Background: an optimization exercise with open tools, aiming at small area. Do not read the settings as production practice. The RTL was checked by simulation tests, not by an equivalence proof against the original design.

[design/flow/flow/run.sh]
#!/bin/bash
# Standard ORFS layout with two changes:
#  - after the standard synthesis, flow/polarity.py re-chooses the polarity of
#    the full adders to drop inverters (same function, same registers);
#  - ports are buffered with buf_1 cells.
set -euo pipefail
R=orfs/results/$FLOW_PLATFORM/FIR/base
bash standard.sh synth > synth.log 2>&1
python3 flow/polarity.py $R/1_2_yosys.v > polarity.log 2>&1
bash standard.sh BUFFER_PORTS_ARGS="-buffer_cell sky130_fd_sc_hd__buf_1" finish > layout.log 2>&1
[design/flow/flow/polarity.py]
#!/usr/bin/env python3
"""Re-choose the polarity of full adders in a mapped netlist to remove inverters.

A full adder is self-dual: FA(~a, ~b, ~c) = ~FA(a, b, c) on both outputs.  The
synthesised netlist has inverters between full adders; this script removes every
inverter, picks for each sky130 fa cell whether it computes on true or on
complemented values, and adds back one inverter per signal that still has a load
needing the other polarity.  The function of the netlist is unchanged.
usage: polarity.py netlist.v  (rewritten in place)
"""
import re, sys, random

path = sys.argv[1]
text = open(path).read()
OUTS = {'X', 'Y', 'Q', 'Q_N', 'SUM', 'COUT', 'HI', 'LO'}
inst_re = re.compile(r'^(\s*)(sky130_fd_sc_hd__\w+)\s+(\S+)\s*\((.*?)\);\n', re.S | re.M)
pin_re = re.compile(r'\.(\w+)\(([^()]*)\)')

insts = []
for m in inst_re.finditer(text):
    pins = [(p, n.strip()) for p, n in pin_re.findall(m.group(4))]
    insts.append(dict(span=m.span(), indent=m.group(1), type=m.group(2), name=m.group(3), pins=pins))

def is_inv(t):
    return re.match(r'sky130_fd_sc_hd__(clk)?inv_\d+$', t) is not None
def is_fa(t):
    return re.match(r'sky130_fd_sc_hd__fa_\d+$', t) is not None
def is_const(n):
    return re.match(r"^\d+'[bh][01]$", n) is not None

driver = {}
for i, c in enumerate(insts):
    for p, n in c['pins']:
        if p in OUTS:
            driver[n] = (i, p)

# nets used outside instances (assigns, ports) keep their inverters
other = text
for c in reversed(insts):
    other = other[:c['span'][0]] + other[c['span'][1]:]
assign_nets = set()
for m in re.finditer(r'assign\s+(.*?);', other, re.S):
    for tok in re.findall(r'\\\S+|[A-Za-z_][\w$]*(?:\[\d+\])?', m.group(1)):
        assign_nets.add(tok)
outports = set()
for m in re.finditer(r'^\s*output\s+(?:\[(\d+):(\d+)\]\s*)?(\S+)\s*;', other, re.M):
    if m.group(1):
        for k in range(int(m.group(2)), int(m.group(1)) + 1):
            outports.add(f'{m.group(3)}[{k}]')
    else:
        outports.add(m.group(3))

# removable inverters: output net not an assign/port net
removable = set()
for i, c in enumerate(insts):
    if is_inv(c['type']):
        y = dict(c['pins'])['Y']
        if y not in assign_nets and y not in outports:
            removable.add(i)

def root(n):
    par = 0
    seen = 0
    while n in driver and driver[n][0] in removable:
        a = dict(insts[driver[n][0]]['pins'])['A']
        n = a; par ^= 1; seen += 1
        if seen > 100: raise SystemExit('inverter loop')
    return n, par

fa_ids = [i for i, c in enumerate(insts) if is_fa(c['type'])]
fa_index = {i: k for k, i in enumerate(fa_ids)}
# loads: (inst, pin, source, parity)
loads = {}
for i, c in enumerate(insts):
    if i in removable:
        continue
    for p, n in c['pins']:
        if p in OUTS or n == '':
            continue
        s, par = root(n)
        loads.setdefault(s, []).append((i, p, par))
src_fa = {}
for s in loads:
    if s in driver and driver[s][0] in fa_index:
        src_fa[s] = driver[s][0]

def need(s, L, pol):
    pd = pol.get(src_fa.get(s), 0)
    return L[2] ^ pol.get(L[0], 0) ^ pd

def cost_of(s, pol):
    if is_const(s):
        return 0
    return 1 if any(need(s, L, pol) for L in loads[s]) else 0

touch = {}
for s, Ls in loads.items():
    ids = set(L[0] for L in Ls if L[0] in fa_index)
    if s in src_fa:
        ids.add(src_fa[s])
    for i in ids:
        touch.setdefault(i, []).append(s)

def total(pol):
    return sum(cost_of(s, pol) for s in loads)

best = None
rng = random.Random(1)
for trial in range(20):
    pol = {i: (rng.random() < 0.5 if trial else 0) for i in fa_ids}
    improved = True
    while improved:
        improved = False
        order = fa_ids[:]
        rng.shuffle(order)
        for i in order:
            before = sum(cost_of(s, pol) for s in touch.get(i, []))
            pol[i] ^= 1
            after = sum(cost_of(s, pol) for s in touch.get(i, []))
            if after < before:
                improved = True
            else:
                pol[i] ^= 1
    t = total(pol)
    if best is None or t < best[0]:
        best = (t, dict(pol))
ninv_before = sum(1 for i in removable)
pol = best[1]

# rewrite
newpins = {}
new_insts = []
new_wires = []
invnet = {}
k = 0
for s, Ls in loads.items():
    for L in Ls:
        i, p, par = L
        if need(s, L, pol):
            if is_const(s):
                net = s[:-1] + ('0' if s[-1] == '1' else '1')
            else:
                if s not in invnet:
                    k += 1
                    invnet[s] = f'polinv_n{k}'
                    new_wires.append(invnet[s])
                    new_insts.append(f'  sky130_fd_sc_hd__inv_1 polinv_{k} (\n    .A({s}),\n    .Y({invnet[s]})\n  );\n')
                net = invnet[s]
        else:
            net = s
        newpins[(i, p)] = net

out = []
pos = 0
for i, c in enumerate(insts):
    a, b = c['span']
    out.append(text[pos:a])
    pos = b
    if i in removable:
        continue
    pins = []
    for p, n in c['pins']:
        n2 = newpins.get((i, p), n)
        pins.append(f'    .{p}({n2})')
    out.append(f"{c['indent']}{c['type']} {c['name']} (\n" + ',\n'.join(pins) + '\n  );\n')
tail = text[pos:]
m = tail.rfind('endmodule')
out.append(tail[:m] + ''.join(new_insts) + tail[m:])
res = ''.join(out)
decl = ''.join(f'  wire {w};\n' for w in new_wires)
res = re.sub(r'(\n\s*(?:wire|input|output)\b)', '\n' + decl.rstrip('\n') + r'\1', res, count=1) if decl else res
open(path, 'w').write(res)
print(f'polarity: inverters {ninv_before} removed, {k} added; fa flipped {sum(pol.values())} of {len(fa_ids)}')
[design/flow/standard.sh]
#!/bin/bash
# synth_recipe.tcl (not shown) runs the flow's synth.tcl, then flattens the netlist and writes it again
# the make line also repeats each setting of config.mk as NAME=value (left out here)
make -C /OpenROAD-flow-scripts/flow DESIGN_CONFIG=/design/flow/config.mk WORK_HOME=/design/flow/orfs CLKGATE_MAP_FILE= SYNTH_SCRIPT=/design/flow/synth_recipe.tcl "${@:-finish}"
[design/flow/config.mk]
export PLATFORM = sky130hd
export DESIGN_NAME = FIR
export DESIGN_NICKNAME = FIR
export VERILOG_FILES = /design/flow/design.v
export SDC_FILE = /design/flow/constraint.sdc
export NUM_CORES = 4
export LEC_CHECK = 0
export CAP_MARGIN = 20
export CORE_MARGIN = 2
export CORE_UTILIZATION = 50
export CTS_BUF_LIST = sky130_fd_sc_hd__clkbuf_4 sky130_fd_sc_hd__clkbuf_8
export CTS_CLUSTER_DIAMETER = 60
export CTS_CLUSTER_SIZE = 20
export HOLD_SLACK_MARGIN = 0
export SLEW_MARGIN = 20
[design/flow/constraint.sdc]
create_clock -name core_clock -period 12.0 [get_ports {clk}]
set_input_delay 2.4000 -clock core_clock [delete_from_list [all_inputs] [get_ports {clk}]]
set_output_delay 2.4000 -clock core_clock [all_outputs]
set_load 0.01 [all_outputs]
[design/flow/design.v]
module FIR(
    input rst,
    input clk,
    input en,
    input signed [15:0] din,
    output reg signed [15:0] dout
    );
    reg        enable_id;
    reg [1:0]  counter_r;    
    reg [4:0]  index;        
    reg [4:0]  ptap;         
    reg [4:0]  live;         
    reg        pend;         
    reg [15:0] buffer;
    reg [15:0] ring [0:27];
    reg [31:0] acc;
    wire shift = (counter_r == 2'd1) || (index == 5'd28);
    wire wr    = (shift && ptap == 5'd27) || (pend && ptap == 5'd0);
    wire [15:0] dp = wr ? buffer : ring[1];
    wire        use_p  = enable_id && index != 5'd28 && ptap < live;
    wire [15:0] x      = use_p ? dp : 16'd0;
    wire [31:0] acc_in = (enable_id && index != 5'd0) ? acc : 32'd0;
    wire [3:0] cidx = (ptap > 5'd13) ? (5'd27 - ptap) : ptap[3:0];
    reg [24:0] bc;
    always @(*) begin
        case (cidx)
            4'd0: bc = 25'h0004911;
            4'd1: bc = 25'h0000908;
            4'd2: bc = 25'h0009294;
            4'd3: bc = 25'h0015220;
            4'd4: bc = 25'h0000428;
            4'd5: bc = 25'h0091244;
            4'd6: bc = 25'h0088234;
            4'd7: bc = 25'h0014414;
            4'd8: bc = 25'h0024a88;
            4'd9: bc = 25'h008ca82;
            4'd10: bc = 25'h1112024;
            4'd11: bc = 25'h008d031;
            4'd12: bc = 25'h0140851;
            default: bc = 25'h0408080;
        endcase
    end
    wire [18:0] x1 = {{3{x[15]}}, x};
    wire [18:0] x2 = {{2{x[15]}}, x, 1'b0};
    wire [18:0] x3 = x1 + x2;
    wire [18:0] x4 = {x[15], x, 2'b0};
    wire [18:0] pp0 = ((bc[0] ? x1 : 19'd0) | (bc[1] ? x2 : 19'd0)
                      | (bc[2] ? x3 : 19'd0) | (bc[3] ? x4 : 19'd0)) ^ {19{bc[4]}};
    wire [18:0] pp1 = ((bc[5] ? x1 : 19'd0) | (bc[6] ? x2 : 19'd0)
                      | (bc[7] ? x3 : 19'd0) | (bc[8] ? x4 : 19'd0)) ^ {19{bc[9]}};
    wire [18:0] pp2 = ((bc[10] ? x1 : 19'd0) | (bc[11] ? x2 : 19'd0)
                      | (bc[12] ? x3 : 19'd0) | (bc[13] ? x4 : 19'd0)) ^ {19{bc[14]}};
    wire [18:0] pp3 = ((bc[15] ? x1 : 19'd0) | (bc[16] ? x2 : 19'd0)
                      | (bc[17] ? x3 : 19'd0) | (bc[18] ? x4 : 19'd0)) ^ {19{bc[19]}};
    wire [18:0] pp4 = ((bc[20] ? x1 : 19'd0) | (bc[21] ? x2 : 19'd0)
                      | (bc[22] ? x3 : 19'd0) | (bc[23] ? x4 : 19'd0)) ^ {19{bc[24]}};
    wire [31:0] sum;
    wire cs_1, cs_2, cs_3, cs_4, cs_5, cs_6, cs_7, cs_8, cs_9, cs_10, cs_11, cs_12, cs_13, cs_14, cs_15, cs_16, cs_17, cs_18, cs_19, cs_20, cs_21, cs_22, cs_23, cs_24, cs_25, cs_26, cs_27, cs_28, cs_29, cs_30, cs_31, cs_32, cs_33, cs_34, cs_35, cs_36, cs_37, cs_38, cs_39, cs_40, cs_41, cs_42, cs_43, cs_44, cs_45, cs_46, cs_47, cs_48, cs_49, cs_50, cs_51, cs_52, cs_53, cs_54, cs_55, cs_56, cs_57, cs_58, cs_59, cs_60, cs_61, cs_62, cs_63, cs_64, cs_65, cs_66, cs_67, cs_68, cs_69, cs_70, cs_71, cs_72, cs_73, cs_74, cs_75, cs_76, cs_77, cs_78, cs_79, cs_80, cs_81, cs_82, cs_83, cs_84, cs_85, cs_86, cs_87, cs_88, cs_89, cs_90, cs_91, cs_92, cs_93, cs_94, cs_95, cs_96, cs_97, cs_98, cs_99, cs_100, cs_101, cs_102, cs_103, cs_104, cs_105, cs_106, cs_107, cs_108, cs_109, cs_110, cs_111, cs_112, cs_113, cs_114, cs_115, cs_116, cs_117, cs_118, cs_119, cs_120, cs_121, cs_122, cs_123, cs_124, cs_125, cs_126, cs_127, cs_128, cs_129, cs_130, cs_131, cs_132, cs_133, cs_134, cs_135, cs_136, cs_137, cs_138, cs_139, cs_140, cs_141, cs_142, cs_143, cs_144, cs_145, cs_146, cs_147, cs_148, cs_149, cs_150, cs_151, cs_152, cs_153, cs_154, cs_155, cs_156, cs_157, cs_158, cs_159, cs_160, cs_161, cs_162, cs_163, cs_164, cs_165, cs_166, cs_167, cs_168, cs_169, cs_170, cs_171, cs_172, cs_173, cs_174, cs_175, cs_176, cs_177, cs_178, cs_179, cs_180, cs_181, cs_182, cs_183, cs_184, cs_185, cs_186, cs_187, cs_188, cs_189, cs_190, cs_191, cs_192, cs_193, cs_194, cs_195, cs_196, cs_197, cs_198, cs_199, cs_200, cs_201, cs_202, cs_203, cs_204, cs_205, cs_206, cs_207, cs_208;
    assign cs_1 = acc_in[0] ^ pp0[0] ^ bc[4];
    assign cs_2 = (acc_in[0] & pp0[0]) | (acc_in[0] & bc[4]) | (pp0[0] & bc[4]);
    assign cs_3 = acc_in[3] ^ pp0[3] ^ pp1[0];
    assign cs_4 = (acc_in[3] & pp0[3]) | (acc_in[3] & pp1[0]) | (pp0[3] & pp1[0]);
    assign cs_5 = acc_in[4] ^ pp0[4] ^ pp1[1];
    assign cs_6 = (acc_in[4] & pp0[4]) | (acc_in[4] & pp1[1]) | (pp0[4] & pp1[1]);
    assign cs_7 = acc_in[5] ^ pp0[5] ^ pp1[2];
    assign cs_8 = (acc_in[5] & pp0[5]) | (acc_in[5] & pp1[2]) | (pp0[5] & pp1[2]);
    assign cs_9 = acc_in[6] ^ pp0[6] ^ pp1[3];
    assign cs_10 = (acc_in[6] & pp0[6]) | (acc_in[6] & pp1[3]) | (pp0[6] & pp1[3]);
    assign cs_11 = acc_in[7] ^ pp0[7] ^ pp1[4];
    assign cs_12 = (acc_in[7] & pp0[7]) | (acc_in[7] & pp1[4]) | (pp0[7] & pp1[4]);
    assign cs_13 = acc_in[8] ^ pp0[8] ^ pp1[5];
    assign cs_14 = (acc_in[8] & pp0[8]) | (acc_in[8] & pp1[5]) | (pp0[8] & pp1[5]);
    assign cs_15 = acc_in[9] ^ pp0[9] ^ pp1[6];
    assign cs_16 = (acc_in[9] & pp0[9]) | (acc_in[9] & pp1[6]) | (pp0[9] & pp1[6]);
    assign cs_17 = pp2[3] ^ pp3[0] ^ bc[19];
    assign cs_18 = (pp2[3] & pp3[0]) | (pp2[3] & bc[19]) | (pp3[0] & bc[19]);
    assign cs_19 = acc_in[10] ^ pp0[10] ^ pp1[7];
    assign cs_20 = (acc_in[10] & pp0[10]) | (acc_in[10] & pp1[7]) | (pp0[10] & pp1[7]);
    assign cs_21 = acc_in[11] ^ pp0[11] ^ pp1[8];
    assign cs_22 = (acc_in[11] & pp0[11]) | (acc_in[11] & pp1[8]) | (pp0[11] & pp1[8]);
    assign cs_23 = acc_in[12] ^ pp0[12] ^ pp1[9];
    assign cs_24 = (acc_in[12] & pp0[12]) | (acc_in[12] & pp1[9]) | (pp0[12] & pp1[9]);
    assign cs_25 = pp2[6] ^ pp3[3] ^ pp4[0];
    assign cs_26 = (pp2[6] & pp3[3]) | (pp2[6] & pp4[0]) | (pp3[3] & pp4[0]);
    assign cs_27 = acc_in[13] ^ pp0[13] ^ pp1[10];
    assign cs_28 = (acc_in[13] & pp0[13]) | (acc_in[13] & pp1[10]) | (pp0[13] & pp1[10]);
    assign cs_29 = pp2[7] ^ pp3[4] ^ pp4[1];
    assign cs_30 = (pp2[7] & pp3[4]) | (pp2[7] & pp4[1]) | (pp3[4] & pp4[1]);
    assign cs_31 = acc_in[14] ^ pp0[14] ^ pp1[11];
    assign cs_32 = (acc_in[14] & pp0[14]) | (acc_in[14] & pp1[11]) | (pp0[14] & pp1[11]);
    assign cs_33 = pp2[8] ^ pp3[5] ^ pp4[2];
    assign cs_34 = (pp2[8] & pp3[5]) | (pp2[8] & pp4[2]) | (pp3[5] & pp4[2]);
    assign cs_35 = acc_in[15] ^ pp0[15] ^ pp1[12];
    assign cs_36 = (acc_in[15] & pp0[15]) | (acc_in[15] & pp1[12]) | (pp0[15] & pp1[12]);
    assign cs_37 = pp2[9] ^ pp3[6] ^ pp4[3];
    assign cs_38 = (pp2[9] & pp3[6]) | (pp2[9] & pp4[3]) | (pp3[6] & pp4[3]);
    assign cs_39 = acc_in[16] ^ pp0[16] ^ pp1[13];
    assign cs_40 = (acc_in[16] & pp0[16]) | (acc_in[16] & pp1[13]) | (pp0[16] & pp1[13]);
    assign cs_41 = pp2[10] ^ pp3[7] ^ pp4[4];
    assign cs_42 = (pp2[10] & pp3[7]) | (pp2[10] & pp4[4]) | (pp3[7] & pp4[4]);
    assign cs_43 = acc_in[17] ^ pp0[17] ^ pp1[14];
    assign cs_44 = (acc_in[17] & pp0[17]) | (acc_in[17] & pp1[14]) | (pp0[17] & pp1[14]);
    assign cs_45 = pp2[11] ^ pp3[8] ^ pp4[5];
    assign cs_46 = (pp2[11] & pp3[8]) | (pp2[11] & pp4[5]) | (pp3[8] & pp4[5]);
    assign cs_47 = acc_in[18] ^ ~pp0[18] ^ pp1[15];
    assign cs_48 = (acc_in[18] & ~pp0[18]) | (acc_in[18] & pp1[15]) | (~pp0[18] & pp1[15]);
    assign cs_49 = pp2[12] ^ pp3[9] ^ pp4[6];
    assign cs_50 = (pp2[12] & pp3[9]) | (pp2[12] & pp4[6]) | (pp3[9] & pp4[6]);
    assign cs_51 = acc_in[19] ^ pp1[16] ^ pp2[13];
    assign cs_52 = (acc_in[19] & pp1[16]) | (acc_in[19] & pp2[13]) | (pp1[16] & pp2[13]);
    assign cs_53 = pp3[10] ^ pp4[7] ^ 1'b1;
    assign cs_54 = (pp3[10] & pp4[7]) | (pp3[10] & 1'b1) | (pp4[7] & 1'b1);
    assign cs_55 = acc_in[20] ^ pp1[17] ^ pp2[14];
    assign cs_56 = (acc_in[20] & pp1[17]) | (acc_in[20] & pp2[14]) | (pp1[17] & pp2[14]);
    assign cs_57 = pp3[11] ^ pp4[8] ^ 1'b1;
    assign cs_58 = (pp3[11] & pp4[8]) | (pp3[11] & 1'b1) | (pp4[8] & 1'b1);
    assign cs_59 = acc_in[21] ^ ~pp1[18] ^ pp2[15];
    assign cs_60 = (acc_in[21] & ~pp1[18]) | (acc_in[21] & pp2[15]) | (~pp1[18] & pp2[15]);
    assign cs_61 = acc_in[22] ^ pp2[16] ^ pp3[13];
    assign cs_62 = (acc_in[22] & pp2[16]) | (acc_in[22] & pp3[13]) | (pp2[16] & pp3[13]);
    assign cs_63 = acc_in[23] ^ pp2[17] ^ pp3[14];
    assign cs_64 = (acc_in[23] & pp2[17]) | (acc_in[23] & pp3[14]) | (pp2[17] & pp3[14]);
    assign cs_65 = acc_in[24] ^ ~pp2[18] ^ pp3[15];
    assign cs_66 = (acc_in[24] & ~pp2[18]) | (acc_in[24] & pp3[15]) | (~pp2[18] & pp3[15]);
    assign cs_67 = acc_in[25] ^ pp3[16] ^ pp4[13];
    assign cs_68 = (acc_in[25] & pp3[16]) | (acc_in[25] & pp4[13]) | (pp3[16] & pp4[13]);
    assign cs_69 = acc_in[26] ^ pp3[17] ^ pp4[14];
    assign cs_70 = (acc_in[26] & pp3[17]) | (acc_in[26] & pp4[14]) | (pp3[17] & pp4[14]);
    assign cs_71 = acc_in[27] ^ ~pp3[18] ^ pp4[15];
    assign cs_72 = (acc_in[27] & ~pp3[18]) | (acc_in[27] & pp4[15]) | (~pp3[18] & pp4[15]);
    assign cs_73 = acc_in[28] ^ pp4[16] ^ 1'b1;
    assign cs_74 = (acc_in[28] & pp4[16]) | (acc_in[28] & 1'b1) | (pp4[16] & 1'b1);
    assign cs_75 = acc_in[29] ^ pp4[17] ^ 1'b1;
    assign cs_76 = (acc_in[29] & pp4[17]) | (acc_in[29] & 1'b1) | (pp4[17] & 1'b1);
    assign cs_77 = cs_2 ^ acc_in[1] ^ pp0[1];
    assign cs_78 = (cs_2 & acc_in[1]) | (cs_2 & pp0[1]) | (acc_in[1] & pp0[1]);
    assign cs_79 = cs_8 ^ cs_9 ^ pp2[0];
    assign cs_80 = (cs_8 & cs_9) | (cs_8 & pp2[0]) | (cs_9 & pp2[0]);
    assign cs_81 = cs_10 ^ cs_11 ^ pp2[1];
    assign cs_82 = (cs_10 & cs_11) | (cs_10 & pp2[1]) | (cs_11 & pp2[1]);
    assign cs_83 = cs_12 ^ cs_13 ^ pp2[2];
    assign cs_84 = (cs_12 & cs_13) | (cs_12 & pp2[2]) | (cs_13 & pp2[2]);
    assign cs_85 = cs_14 ^ cs_15 ^ cs_17;
    assign cs_86 = (cs_14 & cs_15) | (cs_14 & cs_17) | (cs_15 & cs_17);
    assign cs_87 = cs_16 ^ cs_18 ^ cs_19;
    assign cs_88 = (cs_16 & cs_18) | (cs_16 & cs_19) | (cs_18 & cs_19);
    assign cs_89 = cs_20 ^ cs_21 ^ pp2[5];
    assign cs_90 = (cs_20 & cs_21) | (cs_20 & pp2[5]) | (cs_21 & pp2[5]);
    assign cs_91 = cs_22 ^ cs_23 ^ cs_25;
    assign cs_92 = (cs_22 & cs_23) | (cs_22 & cs_25) | (cs_23 & cs_25);
    assign cs_93 = cs_24 ^ cs_26 ^ cs_27;
    assign cs_94 = (cs_24 & cs_26) | (cs_24 & cs_27) | (cs_26 & cs_27);
    assign cs_95 = cs_28 ^ cs_30 ^ cs_31;
    assign cs_96 = (cs_28 & cs_30) | (cs_28 & cs_31) | (cs_30 & cs_31);
    assign cs_97 = cs_32 ^ cs_34 ^ cs_35;
    assign cs_98 = (cs_32 & cs_34) | (cs_32 & cs_35) | (cs_34 & cs_35);
    assign cs_99 = cs_36 ^ cs_38 ^ cs_39;
    assign cs_100 = (cs_36 & cs_38) | (cs_36 & cs_39) | (cs_38 & cs_39);
    assign cs_101 = cs_40 ^ cs_42 ^ cs_43;
    assign cs_102 = (cs_40 & cs_42) | (cs_40 & cs_43) | (cs_42 & cs_43);
    assign cs_103 = cs_44 ^ cs_46 ^ cs_47;
    assign cs_104 = (cs_44 & cs_46) | (cs_44 & cs_47) | (cs_46 & cs_47);
    assign cs_105 = cs_48 ^ cs_50 ^ cs_51;
    assign cs_106 = (cs_48 & cs_50) | (cs_48 & cs_51) | (cs_50 & cs_51);
    assign cs_107 = cs_52 ^ cs_54 ^ cs_55;
    assign cs_108 = (cs_52 & cs_54) | (cs_52 & cs_55) | (cs_54 & cs_55);
    assign cs_109 = cs_56 ^ cs_58 ^ cs_59;
    assign cs_110 = (cs_56 & cs_58) | (cs_56 & cs_59) | (cs_58 & cs_59);
    assign cs_111 = cs_60 ^ cs_61 ^ pp4[10];
    assign cs_112 = (cs_60 & cs_61) | (cs_60 & pp4[10]) | (cs_61 & pp4[10]);
    assign cs_113 = cs_62 ^ cs_63 ^ pp4[11];
    assign cs_114 = (cs_62 & cs_63) | (cs_62 & pp4[11]) | (cs_63 & pp4[11]);
    assign cs_115 = cs_64 ^ cs_65 ^ pp4[12];
    assign cs_116 = (cs_64 & cs_65) | (cs_64 & pp4[12]) | (cs_65 & pp4[12]);
    assign cs_117 = cs_66 ^ cs_67 ^ 1'b1;
    assign cs_118 = (cs_66 & cs_67) | (cs_66 & 1'b1) | (cs_67 & 1'b1);
    assign cs_119 = cs_68 ^ cs_69 ^ 1'b1;
    assign cs_120 = (cs_68 & cs_69) | (cs_68 & 1'b1) | (cs_69 & 1'b1);
    assign cs_121 = cs_76 ^ acc_in[30] ^ ~pp4[18];
    assign cs_122 = (cs_76 & acc_in[30]) | (cs_76 & ~pp4[18]) | (acc_in[30] & ~pp4[18]);
    assign cs_123 = cs_78 ^ acc_in[2] ^ pp0[2];
    assign cs_124 = (cs_78 & acc_in[2]) | (cs_78 & pp0[2]) | (acc_in[2] & pp0[2]);
    assign cs_125 = cs_86 ^ cs_87 ^ pp2[4];
    assign cs_126 = (cs_86 & cs_87) | (cs_86 & pp2[4]) | (cs_87 & pp2[4]);
    assign cs_127 = cs_88 ^ cs_89 ^ pp3[2];
    assign cs_128 = (cs_88 & cs_89) | (cs_88 & pp3[2]) | (cs_89 & pp3[2]);
    assign cs_129 = cs_90 ^ cs_91 ^ bc[24];
    assign cs_130 = (cs_90 & cs_91) | (cs_90 & bc[24]) | (cs_91 & bc[24]);
    assign cs_131 = cs_92 ^ cs_93 ^ cs_29;
    assign cs_132 = (cs_92 & cs_93) | (cs_92 & cs_29) | (cs_93 & cs_29);
    assign cs_133 = cs_94 ^ cs_95 ^ cs_33;
    assign cs_134 = (cs_94 & cs_95) | (cs_94 & cs_33) | (cs_95 & cs_33);
    assign cs_135 = cs_96 ^ cs_97 ^ cs_37;
    assign cs_136 = (cs_96 & cs_97) | (cs_96 & cs_37) | (cs_97 & cs_37);
    assign cs_137 = cs_98 ^ cs_99 ^ cs_41;
    assign cs_138 = (cs_98 & cs_99) | (cs_98 & cs_41) | (cs_99 & cs_41);
    assign cs_139 = cs_100 ^ cs_101 ^ cs_45;
    assign cs_140 = (cs_100 & cs_101) | (cs_100 & cs_45) | (cs_101 & cs_45);
    assign cs_141 = cs_102 ^ cs_103 ^ cs_49;
    assign cs_142 = (cs_102 & cs_103) | (cs_102 & cs_49) | (cs_103 & cs_49);
    assign cs_143 = cs_104 ^ cs_105 ^ cs_53;
    assign cs_144 = (cs_104 & cs_105) | (cs_104 & cs_53) | (cs_105 & cs_53);
    assign cs_145 = cs_106 ^ cs_107 ^ cs_57;
    assign cs_146 = (cs_106 & cs_107) | (cs_106 & cs_57) | (cs_107 & cs_57);
    assign cs_147 = cs_108 ^ cs_109 ^ pp3[12];
    assign cs_148 = (cs_108 & cs_109) | (cs_108 & pp3[12]) | (cs_109 & pp3[12]);
    assign cs_149 = cs_110 ^ cs_111 ^ 1'b1;
    assign cs_150 = (cs_110 & cs_111) | (cs_110 & 1'b1) | (cs_111 & 1'b1);
    assign cs_151 = cs_112 ^ cs_113 ^ 1'b1;
    assign cs_152 = (cs_112 & cs_113) | (cs_112 & 1'b1) | (cs_113 & 1'b1);
    assign cs_153 = cs_120 ^ cs_70 ^ cs_71;
    assign cs_154 = (cs_120 & cs_70) | (cs_120 & cs_71) | (cs_70 & cs_71);
    assign cs_155 = cs_122 ^ acc_in[31] ^ 1'b1;
    assign cs_156 = (cs_122 & acc_in[31]) | (cs_122 & 1'b1) | (acc_in[31] & 1'b1);
    assign cs_157 = cs_124 ^ cs_3 ^ bc[9];
    assign cs_158 = (cs_124 & cs_3) | (cs_124 & bc[9]) | (cs_3 & bc[9]);
    assign cs_159 = cs_140 ^ cs_141 ^ 1'b1;
    assign cs_160 = (cs_140 & cs_141) | (cs_140 & 1'b1) | (cs_141 & 1'b1);
    assign cs_161 = cs_146 ^ cs_147 ^ pp4[9];
    assign cs_162 = (cs_146 & cs_147) | (cs_146 & pp4[9]) | (cs_147 & pp4[9]);
    assign cs_163 = cs_152 ^ cs_114 ^ cs_115;
    assign cs_164 = (cs_152 & cs_114) | (cs_152 & cs_115) | (cs_114 & cs_115);
    assign cs_165 = cs_154 ^ cs_72 ^ cs_73;
    assign cs_166 = (cs_154 & cs_72) | (cs_154 & cs_73) | (cs_72 & cs_73);
    assign cs_167 = cs_158 ^ cs_4 ^ cs_5;
    assign cs_168 = (cs_158 & cs_4) | (cs_158 & cs_5) | (cs_4 & cs_5);
    assign cs_169 = cs_160 ^ cs_142 ^ cs_143;
    assign cs_170 = (cs_160 & cs_142) | (cs_160 & cs_143) | (cs_142 & cs_143);
    assign cs_171 = cs_162 ^ cs_148 ^ cs_149;
    assign cs_172 = (cs_162 & cs_148) | (cs_162 & cs_149) | (cs_148 & cs_149);
    assign cs_173 = cs_164 ^ cs_116 ^ cs_117;
    assign cs_174 = (cs_164 & cs_116) | (cs_164 & cs_117) | (cs_116 & cs_117);
    assign cs_175 = cs_166 ^ cs_74 ^ cs_75;
    assign cs_176 = (cs_166 & cs_74) | (cs_166 & cs_75) | (cs_74 & cs_75);
    assign cs_177 = cs_168 ^ cs_6 ^ cs_7;
    assign cs_178 = (cs_168 & cs_6) | (cs_168 & cs_7) | (cs_6 & cs_7);
    assign cs_179 = cs_170 ^ cs_144 ^ cs_145;
    assign cs_180 = (cs_170 & cs_144) | (cs_170 & cs_145) | (cs_144 & cs_145);
    assign cs_181 = cs_172 ^ cs_150 ^ cs_151;
    assign cs_182 = (cs_172 & cs_150) | (cs_172 & cs_151) | (cs_150 & cs_151);
    assign cs_183 = cs_174 ^ cs_118 ^ cs_119;
    assign cs_184 = (cs_174 & cs_118) | (cs_174 & cs_119) | (cs_118 & cs_119);
    assign cs_185 = cs_178 ^ cs_79 ^ bc[14];
    assign cs_186 = (cs_178 & cs_79) | (cs_178 & bc[14]) | (cs_79 & bc[14]);
    assign cs_187 = cs_186 ^ cs_80 ^ cs_81;
    assign cs_188 = (cs_186 & cs_80) | (cs_186 & cs_81) | (cs_80 & cs_81);
    assign cs_189 = cs_188 ^ cs_82 ^ cs_83;
    assign cs_190 = (cs_188 & cs_82) | (cs_188 & cs_83) | (cs_82 & cs_83);
    assign cs_191 = cs_190 ^ cs_84 ^ cs_85;
    assign cs_192 = (cs_190 & cs_84) | (cs_190 & cs_85) | (cs_84 & cs_85);
    assign cs_193 = cs_192 ^ cs_125 ^ pp3[1];
    assign cs_194 = (cs_192 & cs_125) | (cs_192 & pp3[1]) | (cs_125 & pp3[1]);
    assign cs_195 = cs_194 ^ cs_126 ^ cs_127;
    assign cs_196 = (cs_194 & cs_126) | (cs_194 & cs_127) | (cs_126 & cs_127);
    assign cs_197 = cs_196 ^ cs_128 ^ cs_129;
    assign cs_198 = (cs_196 & cs_128) | (cs_196 & cs_129) | (cs_128 & cs_129);
    assign cs_199 = cs_198 ^ cs_130 ^ cs_131;
    assign cs_200 = (cs_198 & cs_130) | (cs_198 & cs_131) | (cs_130 & cs_131);
    assign cs_201 = cs_200 ^ cs_132 ^ cs_133;
    assign cs_202 = (cs_200 & cs_132) | (cs_200 & cs_133) | (cs_132 & cs_133);
    assign cs_203 = cs_202 ^ cs_134 ^ cs_135;
    assign cs_204 = (cs_202 & cs_134) | (cs_202 & cs_135) | (cs_134 & cs_135);
    assign cs_205 = cs_204 ^ cs_136 ^ cs_137;
    assign cs_206 = (cs_204 & cs_136) | (cs_204 & cs_137) | (cs_136 & cs_137);
    assign cs_207 = cs_206 ^ cs_138 ^ cs_139;
    assign cs_208 = (cs_206 & cs_138) | (cs_206 & cs_139) | (cs_138 & cs_139);
    wire [31:0] csa_a = {cs_155, cs_176, cs_175, cs_165, cs_184, cs_183, cs_173, cs_182, cs_181, cs_171, cs_180, cs_179, cs_169, cs_208, cs_207, cs_205, cs_203, cs_201, cs_199, cs_197, cs_195, cs_193, cs_191, cs_189, cs_187, cs_185, cs_177, cs_167, cs_157, cs_123, cs_77, cs_1};
    wire [31:0] csa_b = {1'b0, cs_121, 1'b0, 1'b0, cs_153, 1'b0, 1'b0, cs_163, 1'b0, 1'b0, cs_161, 1'b0, 1'b0, cs_159, 1'b0, 1'b0, 1'b0, 1'b0, 1'b0, 1'b0, 1'b0, 1'b0, 1'b0, 1'b0, 1'b0, 1'b0, 1'b0, 1'b0, 1'b0, 1'b0, 1'b0, 1'b0};
    assign sum = csa_a + csa_b;
    integer i;
    always @(posedge clk) begin
        ring[0] <= dp;
        for (i = 1; i < 27; i = i + 1)
            ring[i] <= ring[i+1];
        ring[27] <= ring[0];
        if (en && (wr || (!pend && !shift)))
            buffer <= din;
        acc <= sum;
    end
    always @(posedge clk or posedge rst) begin
        if (rst) begin
            enable_id <= 1'b0;
            counter_r <= 2'd0;
            index     <= 5'd0;
            ptap      <= 5'd27;
            live      <= 5'd0;
            pend      <= 1'b0;
        end else begin
            enable_id <= en;
            if (en && counter_r != 2'd2)
                counter_r <= counter_r + 2'd1;
            if (index == 5'd28)
                index <= 5'd0;
            else if (enable_id)
                index <= index + 5'd1;
            else
                index <= 5'd0;
            if (counter_r == 2'd0)
                ptap <= 5'd27;
            else if (!shift)
                ptap <= (ptap == 5'd0) ? 5'd27 : ptap - 5'd1;
            if (shift && live != 5'd28)
                live <= live + 5'd1;
            if (shift)
                pend <= !wr;
            else if (wr)
                pend <= 1'b0;
        end
    end
    always @(posedge clk) begin
        if (!rst && index == 5'd0)
            dout <= {acc[31], acc[29:15]};
    end
endmodule
==> results.yml, run 1 <==
outcome:
  run_status: "aborted with a tool error"
  outcome.stop_stage: "netlist read-in after synthesis"
  tool.error: "[ERROR STA-0171] /design/flow/orfs/results/sky130hd/FIR/base/1_2_yosys.v line 1705, syntax error"
synth:
  synth.yosys.warnings: 2
==> run 2: changes to the inputs <==
--- a/design/flow/flow/polarity.py
+++ b/design/flow/flow/polarity.py
@@ -22,2 +22,5 @@
     insts.append(dict(span=m.span(), indent=m.group(1), type=m.group(2), name=m.group(3), pins=pins))
+
+def fmt(n):
+    return n + ' ' if n.startswith('\\') else n
 
@@ -146,3 +149,3 @@
                     new_wires.append(invnet[s])
-                    new_insts.append(f'  sky130_fd_sc_hd__inv_1 polinv_{k} (\n    .A({s}),\n    .Y({invnet[s]})\n  );\n')
+                    new_insts.append(f'  sky130_fd_sc_hd__inv_1 polinv_{k} (\n    .A({fmt(s)}),\n    .Y({invnet[s]})\n  );\n')
                 net = invnet[s]
@@ -163,3 +166,3 @@
         n2 = newpins.get((i, p), n)
-        pins.append(f'    .{p}({n2})')
+        pins.append(f'    .{p}({fmt(n2)})')
     out.append(f"{c['indent']}{c['type']} {c['name']} (\n" + ',\n'.join(pins) + '\n  );\n')
--- a/design/flow/config.mk
+++ b/design/flow/config.mk
@@ -9,3 +9,3 @@
 export CORE_MARGIN = 2
-export CORE_UTILIZATION = 50
+export CORE_UTILIZATION = 55
 export CTS_BUF_LIST = sky130_fd_sc_hd__clkbuf_4 sky130_fd_sc_hd__clkbuf_8
==> run 2 against run 1 <==
  * The run now finishes clean
==> results.yml, run 2 <==
synth:
  synth.yosys.warnings: 2
  synth_area_um2: 18100
  syn-num-nets: 1586
  post_synth_inst_count: 1420
  post_synth.cell_area_avg_um2: 12.8
clock_network:
  cts_hold_repair.buffers: 0
  clock_path_buffers: 3
  clock_slew_at_the_register_clock_pins_of_the_worst_setup_and_hold_paths_ns: 0.11
  cts_buffers: 35
  clk-insertion-delay-late_ns: 0.60
  cts-htree-levels: 2
  cts.sink_count: 531
  root_buffer: "clkbuf_8"
  tritoncts: "yes"
grt:
  grt_pass1_vias: 9993
  grt_pass1_wl_um: 54400
  global_route_usage_over_all_layers_pct: 20.5
  grt_max_degree: 34
  grt_antenna_before_repair: 0
  global_route.overflow_total: 0
critical_path:
  reg2reg_from: "ptap[3]$_DFFE_PP1P_"
  critical_path.endpoint_type: "flop"
  slowest_stage: "dfstp_2"
  regToRegEndpoint: "acc[30]$_DFF_P_"
  worst_path_largest_cell_delay_ns: 0.66
  critPathArrivalTime_ns: 11.80
  worst-r2r-cell-count: 36
  ff2ff_setup_slack_ns: 0.70
  crit_fanout: 14
  worst_path_most_repeated_cell: "fa_1"
  data_required_time_of_the_worst_path_ns: 12.51
  timing_worst_setup_path_type: "flop to flop"
  start_kind: "flop"
flow_run:
  timing.max_cap.violations: 0
timing:
  worstMarginPinSlew_ns: 0.991
  hold_viol_final: 0
  timing.final.crit_share_pct: 94.2
  finClkSkew_ns: 0.0454
  postLayoutSetupSlackWorst_ns: 0.701
  achievable-frequency_mhz: 88.5
  timing_max_transition_violations_final: 0
  setup-violations-final: 0
  timing.final.crit_period_ns: 11.30
  timing.max_slew.rel_slack_pct: 33.4
  smallest_hold_slack_ns: 0.301
placement:
  dp_worst_setup_slack_ns: 0.249
  place.port_buffers: 34
  routabilityCongestion: 0.878
  post-dp-hpwl_um: 23600
drt:
  wirelength_um: 34100
  remaining_drc_errors: 0
  firstDrtPassIters: 9
  vias: 10247
  vias_per_cell: 5.27
  dr.first_iter.drc_count: 1026
  detail-route-antenna-nets: 0
  routed_wire_length_per_instance_um: 17.5
layout:
  most_frequent_cells_in_the_layout: "480 x dfxtp_1, 92 x fa_1, 90 x nand2_1"
  largestRegisters: "ring: 448 flops, acc: 32 flops"
  layout.cells.most_common: "dfxtp_1"
  largest-register: "ring"
  syn2layout_area_growth_pct: 8.73
  drive_gt1_share_pct: 9.71
  antenna-diode-count: 0
  fin_nets: 1652
  largest_register_ffs: 448
min_path:
  timing.hold.worst.start: "ring[7][5]$_DFF_P_"
  min_path_cells: 0
  min_path_type: "flop to flop"
  min_to: "ring[6][5]$_DFF_P_"
floorplanning:
  die_area_um2: 34400
  ioPinCount: 35
  x_dimension_of_the_die_um: 186
  placement_rows: 66
  start_util_pct: 55.8
  design.core.area_um2: 32500
  die_y_um: 186
outcome:
  run_status: "finished clean"
[run 2: layout make-up]
type | instances | area [um2]
clock inverters | 11 | 113
fillers | 2666 | 12800
inverters | 85 | 319
multi-input cells | 740 | 6530
clock buffers | 44 | 562
well taps | 442 | 553
flip-flops and latches | 531 | 11100
repair buffers | 93 | 574
[run 2: through the flow]
step | std cells | util, % | TNS, ns | cell area [um2]
2_1_floorplan | 1420 | - | 0 | 18100
3_3_place_gp | 1877 | 58.2 | 0 | 18900
3_5_place_dp | 1877 | 58.2 | 0 | 18900
4_1_cts | 1932 | 60.2 | 0 | 19600
5_1_grt | 1946 | 60.7 | -0.0251 | 19700
6_report | 1946 | 60.7 | 0 | 19700
[run 2: worst max path at each step]
stage,start,slack [ns],depth (start not counted),endpoint
2_1_floorplan,ptap[2]$_DFFE_PP0P_,0.50,43,acc[30]$_DFF_P_
4_1_cts,ptap[0]$_DFFE_PP1P_,0.19,40,acc[30]$_DFF_P_
6_report,ptap[3]$_DFFE_PP1P_,0.70,36,acc[30]$_DFF_P_
3_3_place_gp,ptap[0]$_DFFE_PP1P_,0.47,40,acc[30]$_DFF_P_
3_5_place_dp,ptap[0]$_DFFE_PP1P_,0.25,40,acc[30]$_DFF_P_
5_1_grt,ptap[0]$_DFFE_PP1P_,-0.03,40,acc[30]$_DFF_P_
[run 2: repair_timing]
action	4_1_cts	5_1_grt
setup endpoints to repair	0	5
gates resized for setup	0	11
buffers inserted	0	14
[run 2: worst max-delay path: cells and delay by family, from the launching register on]
family / cells / cell delay (ns)
compound gates: 5 / 1.53
xor+xnor: 2 / 0.31
fa+ha+maj: 20 / 7.59
buf+inv: 3 / 0.37
flops: 1 / 0.66
simple gates: 6 / 0.73
[run 2: layer usage]
layer | vias up | global-route usage (%) | part of all wire (%)
met5 | - | 0 | 0
met4 | 0 | 8.13 | 3.9
met3 | 79 | 3.33 | 5.8
met2 | 302 | 30.4 | 43
met1 | 4966 | 30.0 | 48
li1 | 4900 | - | -
==> run 3: changes to the inputs <==
--- a/design/flow/config.mk
+++ b/design/flow/config.mk
@@ -9,3 +9,3 @@
 export CORE_MARGIN = 2
-export CORE_UTILIZATION = 55
+export CORE_UTILIZATION = 50
 export CTS_BUF_LIST = sky130_fd_sc_hd__clkbuf_4 sky130_fd_sc_hd__clkbuf_8
==> run 3 against run 2 <==
  * First-iteration DRC count down 25%
  * Clock skew up 0.013 ns
  * Still clean on timing, DRC and antenna
  * Register-to-register slack about the same
  * Cell area up 0.10%
  * Critical path depth up 3
  * Sequential share of layout area down 0.063 points
  * Worst setup slack worse by 0.013 ns
==> results.yml, run 3 <==
drt:
  remaining_drc_errors: 0
  wirelength_um: 34000
  firstDrtPassIters: 9
  met2_wl_post_dr_um: 14500
  routed_wire_length_per_instance_um: 17.3
  detail-route-antenna-nets: 0
  met3_wirelength_um: 2070
  route.top_layer_used: "met4"
  vias_per_cell: 5.20
  dr.first_iter.drc_count: 767
  m1WireLength_um: 16200
  vias: 10204
layout:
  largest_register_ffs: 448
  fin_nets: 1651
  syn2layout_area_growth_pct: 8.84
  antenna-diode-count: 0
  largestRegisters: "ring: 448 flops, acc: 32 flops"
  postLayoutCoreUtil_pct: 55.3
  n_fill_cell: 3005
  seq_area_um2: 11100
  multi_input_comb_area_um2: 6500
  layout.cells.most_common: "dfxtp_1"
  drive_gt1_share_pct: 9.25
  most_frequent_cells_in_the_layout: "480 x dfxtp_1, 92 x fa_1, 90 x nand2_1"
  stdcell_area_um2: 19700
  largest-register: "ring"
critical_path:
  slowest_stage: "fa_1"
  timing_worst_setup_path_type: "flop to flop"
  worst_path_largest_cell_delay_ns: 0.49
  worst-r2r-cell-count: 39
  ff2ff_setup_slack_ns: 0.69
  data_required_time_of_the_worst_path_ns: 12.55
  critical_path.endpoint_type: "flop"
  crit_fanout: 8
  worst_path_most_repeated_cell: "fa_1"
  start_kind: "flop"
  critPathArrivalTime_ns: 11.87
clock_network:
  cts-htree-levels: 2
  tritoncts: "yes"
  clk-insertion-delay-late_ns: 0.66
  root_buffer: "clkbuf_8"
  clock_slew_at_the_register_clock_pins_of_the_worst_setup_and_hold_paths_ns: 0.11
  cts.sink_count: 531
  cts_buffers: 36
  cts_hold_repair.buffers: 0
  clock_path_buffers: 3
synth:
  post_synth.cell_area_avg_um2: 12.8
  syn-num-nets: 1586
  post_synth_inst_count: 1420
  synth_area_um2: 18100
  synth.yosys.warnings: 2
timing:
  timing.final.crit_share_pct: 94.3
  smallest_hold_slack_ns: 0.298
  timing.final.crit_period_ns: 11.31
  worstMarginPinSlew_ns: 0.971
  timing.max_slew.rel_slack_pct: 35.0
  postLayoutSetupSlackWorst_ns: 0.688
  achievable-frequency_mhz: 88.4
  timing_max_transition_violations_final: 0
  finClkSkew_ns: 0.0586
  setup-violations-final: 0
  hold_viol_final: 0
placement:
  place.port_buffers: 34
  postPlaceCellArea_um2: 18900
  post-dp-hpwl_um: 23700
  routabilityCongestion: 0.879
  dp_worst_setup_slack_ns: 0.385
grt:
  grt_pass1_wl_um: 55800
  grt_max_degree: 34
  grt_pass1_vias: 10254
  global_route.overflow_total: 0
  grt_antenna_before_repair: 0
  global_route_usage_over_all_layers_pct: 18.8
floorplanning:
  die_area_um2: 37800
  start_util_pct: 50.8
  design.core.area_um2: 35700
  die_y_um: 194
  ioPinCount: 35
  placement_rows: 69
  x_dimension_of_the_die_um: 194
flow_run:
  timing.max_cap.violations: 0
min_path:
  min_path_cells: 0
  min_path_type: "flop to flop"
outcome:
  run_status: "finished clean"
[run 3: cell types whose count changed in the layout (fill, tap and decap cells not counted), moves of 2 or more]
| cell | previous run | this run |
|---|---|---|
| inv_12 | 1 | 4 |
| clkinvlp_4 | 2 | 0 |
| inv_8 | 0 | 2 |
| clkinv_2 | 2 | 0 |
[run 3: what timing repair did]
item | CTS | global route
buffers inserted | 0 | 8
gates resized for setup | 0 | 5
setup endpoints to repair | 0 | 5
[run 3: cell type report]
class | instances | area share (%)
inverters | 85 | 1.62
well taps | 461 | 2.92
clock inverters | 11 | 0.704
repair buffers | 91 | 2.82
multi-input cells | 740 | 33.0
clock buffers | 45 | 2.92
flip-flops and latches | 531 | 56.0
[run 3: critical path: cells and delay by family, from the launching register on]
kind,cells,cell delay [ns]
buffers and inverters,3,0.27
muxes,1,0.28
and+or+nand+nor,6,0.58
xor gates and xnor gates,3,0.55
AOI/OAI and AO/OA,5,1.35
DFF,1,0.48
adders and majority gates,21,7.73
[run 3: final timing paths]
path,endpoint,from
max,acc[30]$_DFF_P_,ptap[2]$_DFFE_PP0P_
min,ring[1][13]$_DFF_P_,ring[2][13]$_DFF_P_
max reg2reg,acc[30]$_DFF_P_,ptap[2]$_DFFE_PP0P_
min reg2reg,ring[1][13]$_DFF_P_,ring[2][13]$_DFF_P_
max in group asynchronous,pend$_DFFE_PP0P_,rst
min in group asynchronous,live[4]$_DFFE_PP0P_,rst
[run 3: stage by stage]
stage | TNS [ns] | std cells
CTS | 0 | 1956
detailed placement | 0 | 1900
finish | 0 | 1964
global route | -0.0101 | 1964
floorplan | 0 | 1420
global placement | 0 | 1900
[run 3: per-layer routing]
layer,GRT usage [%],up-vias
met5,0,-
met4,7.52,0
met3,3.23,73
met2,28.4,313
met1,27.0,4922
li1,-,4896
==> run 4: changes to the inputs <==
--- a/design/flow/config.mk
+++ b/design/flow/config.mk
@@ -10,5 +10,5 @@
 export CORE_UTILIZATION = 50
-export CTS_BUF_LIST = sky130_fd_sc_hd__clkbuf_4 sky130_fd_sc_hd__clkbuf_8
-export CTS_CLUSTER_DIAMETER = 60
-export CTS_CLUSTER_SIZE = 20
+export CTS_BUF_LIST = sky130_fd_sc_hd__clkbuf_4
+export CTS_CLUSTER_DIAMETER = 40
+export CTS_CLUSTER_SIZE = 12
 export HOLD_SLACK_MARGIN = 0
==> run 4 against run 3 <==
  * Area after synthesis stayed put
  * First-iteration DRC count is 16% higher
  * Critical endpoint unchanged
  * Largest cell class unchanged
  * Critical path type unchanged
  * Highest routed layer unchanged
  * Non-clock buffer count is 2 lower
==> results.yml, run 4 <==
critical_path:
  slowest_stage: "dfstp_2"
  worst_path_most_repeated_cell: "fa_1"
  crit_fanout: 9
  cp.depth: 41
  timing_worst_setup_path_type: "flop to flop"
  reg2reg_from: "ptap[1]$_DFFE_PP1P_"
  cp.buffers_inverters: 5
  worst-r2r-cell-count: 41
  critical_path.endpoint_type: "flop"
  start_kind: "flop"
  data_required_time_of_the_worst_path_ns: 12.73
  cpLargestDelayFamily: "adder cells"
  crit_start: "ptap[1]$_DFFE_PP1P_"
  regToRegEndpoint: "acc[30]$_DFF_P_"
  crit_end: "acc[30]$_DFF_P_"
  ff2ff_setup_slack_ns: 0.67
  critPathArrivalTime_ns: 12.06
  worst_path_largest_cell_delay_ns: 0.65
drt:
  detail-route-antenna-nets: 0
  firstDrtPassIters: 12
  dr.first_iter.drc_count: 893
  routed_wire_length_per_instance_um: 17.1
  remaining_drc_errors: 0
  vias: 10337
  wirelength_um: 34100
  vias_per_cell: 5.18
timing:
  hold_viol_final: 0
  timing.final.crit_period_ns: 11.33
  smallest_hold_slack_ns: 0.278
  worstMarginPinSlew_ns: 0.966
  timing_max_transition_violations_final: 0
  timing.final.crit_share_pct: 94.4
  setup-violations-final: 0
  achievable-frequency_mhz: 88.3
  timing.max_slew.rel_slack_pct: 35.3
  finClkSkew_ns: 0.0678
grt:
  grt_pass1_vias: 10497
  grt_pass1_wl_um: 56100
  global_route_usage_over_all_layers_pct: 18.9
  global_route.overflow_total: 0
  grt_antenna_before_repair: 1
  grt_max_degree: 34
layout:
  most_frequent_cells_in_the_layout: "480 x dfxtp_1, 92 x fa_1, 90 x nand2_1"
  largest-register: "ring"
  largestRegisters: "ring: 448 flops, acc: 32 flops"
  syn2layout_area_growth_pct: 8.93
  layout.cells.most_common: "dfxtp_1"
  final-instance-count-excl-fill: 1995
  largest_register_ffs: 448
  n_fill_cell: 3020
  fin_nets: 1669
  drive_gt1_share_pct: 10.5
  postLayoutCoreUtil_pct: 55.4
placement:
  place.port_buffers: 34
  post-dp-hpwl_um: 23700
  routabilityCongestion: 0.879
  post-place-cells: 1900
clock_network:
  cts.sink_count: 531
  root_buffer: "clkbuf_4"
  clk-insertion-delay-late_ns: 0.84
  tritoncts: "yes"
  cts-htree-levels: 2
  clock_path_buffers: 3
  clock_slew_at_the_register_clock_pins_of_the_worst_setup_and_hold_paths_ns: 0.11
  cts_buffers: 56
synth:
  post_synth_inst_count: 1420
  syn-num-nets: 1586
  post_synth.cell_area_avg_um2: 12.8
  synth.yosys.warnings: 2
  synth_area_um2: 18100
floorplanning:
  placement_rows: 69
  ioPinCount: 35
  design.core.area_um2: 35700
  die_y_um: 194
  die_area_um2: 37800
  start_util_pct: 50.8
  x_dimension_of_the_die_um: 194
flow_run:
  timing.max_cap.violations: 0
outcome:
  run_status: "finished clean"
min_path:
  min_path_type: "flop to flop"
-- run 4: cell count changes in the layout (fill, tap and decap cells not counted), moves of 2 or more --
cell	before	now
clkbuf_4	7	67
clkbuf_8	38	0
clkinv_1	0	6
bufinv_16	0	4
inv_12	4	0
buf_4	57	55
diode_2	0	2
-- run 4: how the worst min path moves through the flow --
| stage | start | end | slack, ns | cells past startpoint |
|---|---|---|---|---|
| finish | ring[5][10]$_DFF_P_ | ring[4][10]$_DFF_P_ | 0.28 | 0 |
| global route | ring[4][14]$_DFF_P_ | ring[3][14]$_DFF_P_ | 0.30 | 0 |
| CTS | ring[4][14]$_DFF_P_ | ring[3][14]$_DFF_P_ | 0.28 | 0 |
| detailed placement | ring[21][12]$_DFF_P_ | ring[20][12]$_DFF_P_ | 0.31 | 0 |
| global placement | ring[22][15]$_DFF_P_ | ring[21][15]$_DFF_P_ | 0.31 | 0 |
| floorplan | ring[11][0]$_DFF_P_ | ring[10][0]$_DFF_P_ | 0.31 | 0 |
-- run 4: stage by stage --
| stage | setup TNS, ns | instance area [um2] | setup WS, ns |
|---|---|---|---|
| floorplan | 0 | 18100 | 0.495 |
| global placement | 0 | 18900 | 0.576 |
| detailed placement | 0 | 18900 | 0.385 |
| CTS | 0 | 19700 | 0.345 |
| global route | -0.0214 | 19700 | -0.0214 |
| finish | 0 | 19700 | 0.673 |
-- run 4: area by class of cell --
cell class | count | area (um2) | share of cell area (%)
Clock inverter | 20 | 238 | 1.20
Tap cell | 461 | 577 | 2.92
Timing Repair Buffer | 89 | 541 | 2.74
Sequential cell | 531 | 11100 | 56.0
Antenna cell | 2 | 5.00 | 0.0254
Multi-Input combinational cell | 740 | 6500 | 33.0
Clock buffer | 67 | 503 | 2.55
Inverter | 85 | 319 | 1.62
-- run 4: what timing repair did --
action	CTS	global route
resized for setup	0	4
setup buffers	0	6
hold buffers	0	0
setup endpoints to repair	0	5
-- run 4: layer usage --
layer / vias up / global-route usage [%] / part of all wire, %
li1: 4974 / - / -
met1: 4972 / 26.9 / 48
met2: 329 / 28.4 / 43
met3: 62 / 3.40 / 5.9
met4: 0 / 8.43 / 3.2
met5: - / 0 / 0
==> run 5: changes to the inputs <==
==> design/flow/flow/run.sh (replaced) <==
#!/bin/bash
# Standard ORFS layout with three changes:
#  - after the standard synthesis, flow/polarity.py re-chooses the polarity of
#    the full adders to drop inverters (same function, same registers);
#  - ports are buffered with buf_1 cells;
#  - clock tree synthesis adds no dummy loads (the clock-tree settings are
#    otherwise those of config.mk).
set -euo pipefail
R=orfs/results/$FLOW_PLATFORM/FIR/base
bash standard.sh synth > synth.log 2>&1
python3 flow/polarity.py $R/1_2_yosys.v > polarity.log 2>&1
CTS="-sink_clustering_enable -repair_clock_nets -sink_clustering_size 20 -sink_clustering_max_diameter 60 -buf_list {sky130_fd_sc_hd__clkbuf_4 sky130_fd_sc_hd__clkbuf_8} -dont_use_dummy_load"
bash standard.sh BUFFER_PORTS_ARGS="-buffer_cell sky130_fd_sc_hd__buf_1" CTS_ARGS="$CTS" finish > layout.log 2>&1
--- a/design/flow/config.mk
+++ b/design/flow/config.mk
@@ -10,5 +10,6 @@
 export CORE_UTILIZATION = 50
-export CTS_BUF_LIST = sky130_fd_sc_hd__clkbuf_4
-export CTS_CLUSTER_DIAMETER = 40
-export CTS_CLUSTER_SIZE = 12
+export CTS_BUF_LIST = sky130_fd_sc_hd__clkbuf_4 sky130_fd_sc_hd__clkbuf_8
+export CTS_CLUSTER_DIAMETER = 60
+export CTS_CLUSTER_SIZE = 20
+export GPL_TIMING_DRIVEN = 0
 export HOLD_SLACK_MARGIN = 0
==> run 5 against run 4 <==
  * Count of clock-buffer cells in the layout fell by 30
  * Non-clock buffer count rose by 17
  * Flip-flop and latch count unchanged
  * Area after synthesis is the same
  * Critical path depth is 1 higher
  * Largest cell class unchanged
  * Hold slack got worse by 0.017 ns
  * Sequential share of layout area grew 0.18 points
  * Synthesized cell count is the same
==> results.yml, run 5 <==
min_path:
  min_to: "ring[2][3]$_DFF_P_"
  min_path_cells: 0
  timing.hold.worst.start: "ring[3][3]$_DFF_P_"
  min_path_type: "flop to flop"
floorplanning:
  placement_rows: 69
  design.core.area_um2: 35700
  ioPinCount: 35
  start_util_pct: 50.8
  die_y_um: 194
  die_area_um2: 37800
  x_dimension_of_the_die_um: 194
clock_network:
  cts_hold_repair.buffers: 0
  clk-insertion-delay-late_ns: 0.61
  root_buffer: "clkbuf_8"
  cts-htree-levels: 2
  clock_slew_at_the_register_clock_pins_of_the_worst_setup_and_hold_paths_ns: 0.11
  clock_path_buffers: 3
  cts_buffers: 37
  tritoncts: "yes"
  cts.sink_count: 531
grt:
  grt_pass1_vias: 10635
  grt_pass1_wl_um: 61500
  grt_antenna_before_repair: 0
  global_route_usage_over_all_layers_pct: 21.3
  global_route.overflow_total: 0
  grt_max_degree: 21
layout:
  antenna-diode-count: 0
  syn2layout_area_growth_pct: 8.59
  largestRegisters: "ring: 448 flops, acc: 32 flops"
  final-instance-count-excl-fill: 1960
  largest-register: "ring"
  largest_register_ffs: 448
  drive_gt1_share_pct: 9.21
  layout.cells.most_common: "dfxtp_1"
  stdcell_area_um2: 19700
  most_frequent_cells_in_the_layout: "480 x dfxtp_1, 89 x nand2_1, 85 x inv_1"
  fin_nets: 1667
  n_fill_cell: 3063
drt:
  wirelength_um: 38900
  vias_per_cell: 5.33
  detail-route-antenna-nets: 0
  dr.first_iter.drc_count: 1079
  routed_wire_length_per_instance_um: 19.8
  firstDrtPassIters: 22
  remaining_drc_errors: 0
  vias: 10453
critical_path:
  data_required_time_of_the_worst_path_ns: 12.49
  slowest_stage: "fa_1"
  crit_fanout: 12
  worst-r2r-cell-count: 42
  critical_path.endpoint_type: "flop"
  cp.buffers_inverters: 7
  ff2ff_setup_slack_ns: 0.53
  worst_path_largest_cell_delay_ns: 0.51
  reg2reg_from: "ptap[2]$_DFFE_PP0P_"
  timing_worst_setup_path_type: "flop to flop"
  start_kind: "flop"
  worst_path_most_repeated_cell: "fa_2"
  critPathArrivalTime_ns: 11.96
  cpLargestDelayFamily: "adder cells"
  regToRegEndpoint: "acc[31]$_DFF_P_"
placement:
  routabilityCongestion: 0.961
  postPlaceCellArea_um2: 18800
  dp_worst_setup_slack_ns: -1.78
  place.port_buffers: 34
  post-dp-hpwl_um: 28400
  post-place-cells: 1916
synth:
  syn-num-nets: 1586
  post_synth.cell_area_avg_um2: 12.8
  post_synth_inst_count: 1420
  synth.yosys.warnings: 2
  synth_area_um2: 18100
timing:
  setup-violations-final: 0
  achievable-frequency_mhz: 87.2
  timing_max_transition_violations_final: 0
  finClkSkew_ns: 0.106
  worstMarginPinSlew_ns: 0.946
  hold_viol_final: 0
  timing.max_slew.rel_slack_pct: 37.0
  fin_tns_setup_ns: 0
  timing.final.crit_period_ns: 11.47
  postLayoutSetupSlackWorst_ns: 0.532
  timing.final.crit_share_pct: 95.6
outcome:
  run_status: "finished clean"
flow_run:
  timing.max_cap.violations: 0
[run 5: repair_timing]
| item | 4_1_cts | 5_1_grt |
|---|---|---|
| buffers inserted | 4 | 5 |
| pin swaps | 3 | 6 |
| resized for setup | 38 | 26 |
| setup endpoints to repair | 16 | 7 |
[run 5: routing by layer]
metal  global-route usage, %  vias to the layer above  routed length (um)
li1                        -                     4918                   -
met1                    30.7                     5137               18300
met4                    7.35                        0                1100
met3                    3.73                       68                2630
met2                    32.6                      330               16900
met5                       0                        -                   0
[run 5: worst max path at each step]
stage / startpoint / end / slack, ns / cells past startpoint
6_report: ptap[2]$_DFFE_PP0P_ / acc[31]$_DFF_P_ / 0.53 / 42
5_1_grt: ptap[2]$_DFFE_PP0P_ / acc[31]$_DFF_P_ / -0.002 / 42
4_1_cts: ptap[2]$_DFFE_PP0P_ / acc[31]$_DFF_P_ / 0.03 / 42
3_5_place_dp: ptap[2]$_DFFE_PP0P_ / acc[30]$_DFF_P_ / -1.78 / 43
3_3_place_gp: ptap[2]$_DFFE_PP0P_ / acc[30]$_DFF_P_ / -1.81 / 43
2_1_floorplan: ptap[2]$_DFFE_PP0P_ / acc[30]$_DFF_P_ / 0.50 / 43
[run 5: area by class of cell]
cell class / instances / area, um2 / share of cell area, %
sequential: 531 / 11100 / 56.2
timing repair buffer: 44 / 219 / 1.11
buffer: 62 / 332 / 1.69
tap: 461 / 577 / 2.93
inverter: 85 / 319 / 1.62
multi-input combinational: 740 / 6670 / 33.9
clock buffer: 37 / 509 / 2.59
[run 5: metrics by stage]
step	util, %	hold slack [ns]
after floorplan	-	0.310
after global placement	52.8	0.311
after detailed placement	52.8	0.312
after CTS	54.8	0.261
after global routing	55.2	0.270
final	55.2	0.261
[run 5: worst register-to-register path: cells and delay by family, from the launching register on]
kind            cells  cell delay, ns
compound gates      6            1.42
mux                 1            0.30
fa+ha+maj          20            7.03
xor+xnor            3            0.53
flops               1            0.43
simple gates        5            0.69
buf+inv             7            1.00
==> run 6: changes to the inputs <==
--- a/design/flow/config.mk
+++ b/design/flow/config.mk
@@ -13,3 +13,2 @@
 export CTS_CLUSTER_SIZE = 20
-export GPL_TIMING_DRIVEN = 0
 export HOLD_SLACK_MARGIN = 0
==> run 6 against run 5 <==
  * Critical path depth shrank 3
  * Clock skew shrank 0.015 ns
  * Area after synthesis is the same
  * Sequential share of layout area grew 0.46 points
  * Hold slack gained 0.018 ns
  * Utilization shrank 0.45 points
  * Fmax grew 1.3%
  * Synthesized cell count is the same
  * Largest cell class unchanged
  * Highest routed layer unchanged
==> results.yml, run 6 <==
outcome:
  run_status: "finished clean"
clock_network:
  cts_buffers: 36
  clk-insertion-delay-late_ns: 0.61
  cts-htree-levels: 2
  cts.sink_count: 531
  clock_slew_at_the_register_clock_pins_of_the_worst_setup_and_hold_paths_ns: 0.10
  tritoncts: "yes"
  root_buffer: "clkbuf_8"
  clock_path_buffers: 3
placement:
  place.port_buffers: 34
  post-dp-hpwl_um: 23700
  routabilityCongestion: 0.879
layout:
  syn2layout_area_growth_pct: 7.71
  largest_register_ffs: 448
  seq_area_um2: 11100
  most_frequent_cells_in_the_layout: "480 x dfxtp_1, 92 x fa_1, 90 x nand2_1"
  postLayoutCoreUtil_pct: 54.7
  antenna-diode-count: 0
  n_fill_cell: 3024
  drive_gt1_share_pct: 8.22
  fin_nets: 1652
  multi_input_comb_area_um2: 6510
  largestRegisters: "ring: 448 flops, acc: 32 flops"
  layout.cells.most_common: "dfxtp_1"
  largest-register: "ring"
drt:
  wirelength_um: 33800
  detail-route-antenna-nets: 0
  dr.first_iter.drc_count: 824
  firstDrtPassIters: 9
  remaining_drc_errors: 0
  vias_per_cell: 5.23
  vias: 10178
  routed_wire_length_per_instance_um: 17.4
timing:
  timing.final.crit_period_ns: 11.32
  finClkSkew_ns: 0.0919
  fin_tns_setup_ns: 0
  timing.max_slew.rel_slack_pct: 35.0
  setup-violations-final: 0
  hold_viol_final: 0
  timing_max_transition_violations_final: 0
  smallest_hold_slack_ns: 0.279
  timing.final.crit_share_pct: 94.4
  achievable-frequency_mhz: 88.3
  worstMarginPinSlew_ns: 0.971
floorplanning:
  placement_rows: 69
  x_dimension_of_the_die_um: 194
  die_y_um: 194
  design.core.area_um2: 35700
  die_area_um2: 37800
  ioPinCount: 35
  start_util_pct: 50.8
synth:
  synth.yosys.warnings: 2
  post_synth.cell_area_avg_um2: 12.8
  post_synth_inst_count: 1420
  synth_area_um2: 18100
  syn-num-nets: 1586
critical_path:
  cp.buffers_inverters: 3
  crit_fanout: 8
  critical_path.endpoint_type: "flop"
  timing_worst_setup_path_type: "flop to flop"
  critPathArrivalTime_ns: 11.79
  start_kind: "flop"
  data_required_time_of_the_worst_path_ns: 12.46
  worst_path_most_repeated_cell: "fa_1"
  slowest_stage: "fa_1"
  cpLargestDelayFamily: "adder cells"
  worst_path_largest_cell_delay_ns: 0.49
grt:
  grt_pass1_wl_um: 55400
  global_route.overflow_total: 0
  grt_antenna_before_repair: 0
  grt_pass1_vias: 10192
  global_route_usage_over_all_layers_pct: 18.7
  grt_max_degree: 34
min_path:
  min_path_type: "flop to flop"
flow_run:
  timing.max_cap.violations: 0
-- run 6: stage by stage --
step	cells	cell area (um2)	setup WS [ns]
final	1945	19500	0.675
after global routing	1945	19500	-0.00995
after CTS	1936	19400	0.313
after detailed placement	1900	18900	0.385
after global placement	1900	18900	0.576
after floorplan	1420	18100	0.495
-- run 6: worst reg2reg max path, delay by kind of cell, from the launching register on --
kind	cells	cell delay, ns
and+or+nand+nor	6	0.57
xor gates and xnor gates	3	0.56
DFF	1	0.47
adders and majority gates	21	7.74
muxes	1	0.28
AOI/OAI and AO/OA	5	1.35
buffers and inverters	3	0.25
-- run 6: area by class of cell --
| type | instances | share of cell area (%) |
|---|---|---|
| repair buffers | 92 | 2.88 |
| well taps | 461 | 2.96 |
| clock buffers | 36 | 2.54 |
| multi-input cells | 740 | 33.4 |
| inverters | 85 | 1.63 |
| flip-flops and latches | 531 | 56.6 |
-- run 6: routing by layer --
metal  global-route usage, %  wire, um
met5                       0         0
met4                    7.35      1210
met3                    3.37      2060
met2                    28.0     14400
met1                    27.0     16200
-- run 6: what timing repair did --
| item | in CTS | in global routing |
|---|---|---|
| hold buffers | 0 | 0 |
| gates resized for setup | 0 | 7 |
| endpoints found under the hold margin | 0 | 0 |
| endpoints found under the setup margin | 0 | 5 |
| buffers inserted | 0 | 9 |
-- run 6: final timing paths --
| kind | start | endpoint | slack, ns | cells after the start |
|---|---|---|---|---|
| setup / recovery | ptap[2]$_DFFE_PP0P_ | acc[30]$_DFF_P_ | 0.68 | 39 |
| hold / removal | ring[5][7]$_DFF_P_ | ring[4][7]$_DFF_P_ | 0.28 | 0 |
| setup reg to reg | ptap[2]$_DFFE_PP0P_ | acc[30]$_DFF_P_ | 0.68 | 39 |
| hold reg to reg | ring[5][7]$_DFF_P_ | ring[4][7]$_DFF_P_ | 0.28 | 0 |
| max in group asynchronous | rst | pend$_DFFE_PP0P_ | 9.46 | 2 |
| min in group asynchronous | rst | live[4]$_DFFE_PP0P_ | 1.98 | 2 |

[static timing again, ports no longer ideal]
In the flow no input, the clock included, has a driving cell. The finished layouts below were timed again as built, in two steps.
Step 1, drivers: a clkbuf_16 drives clk and a buf_2 each remaining input, both assumed.
Step 2, shift: input delay + t, output delay - t, t = (earliest + latest rising clock arrival at the registers) / 2. This alone moves slack from input paths to output paths.
Slacks: ideal ports / drivers / drivers and shift; pairs: ideal ports / drivers.
run	t (ns)	slack for setup (ns)	worst setup path after step 2	slew at the worst register clock pin (ns)
run 2	0.630	0.701 / 0.701 / 0.701	register to register	0.12 / 0.12
run 3	0.676	0.688 / 0.688 / 0.688	register to register	0.11 / 0.11
run 4	0.845	0.673 / 0.673 / 0.673	register to register	0.12 / 0.12
run 5	0.614	0.532 / 0.532 / 0.532	register to register	0.11 / 0.11
run 6	0.617	0.675 / 0.675 / 0.675	register to register	0.11 / 0.11
After both steps setup and hold are still met in every run listed.
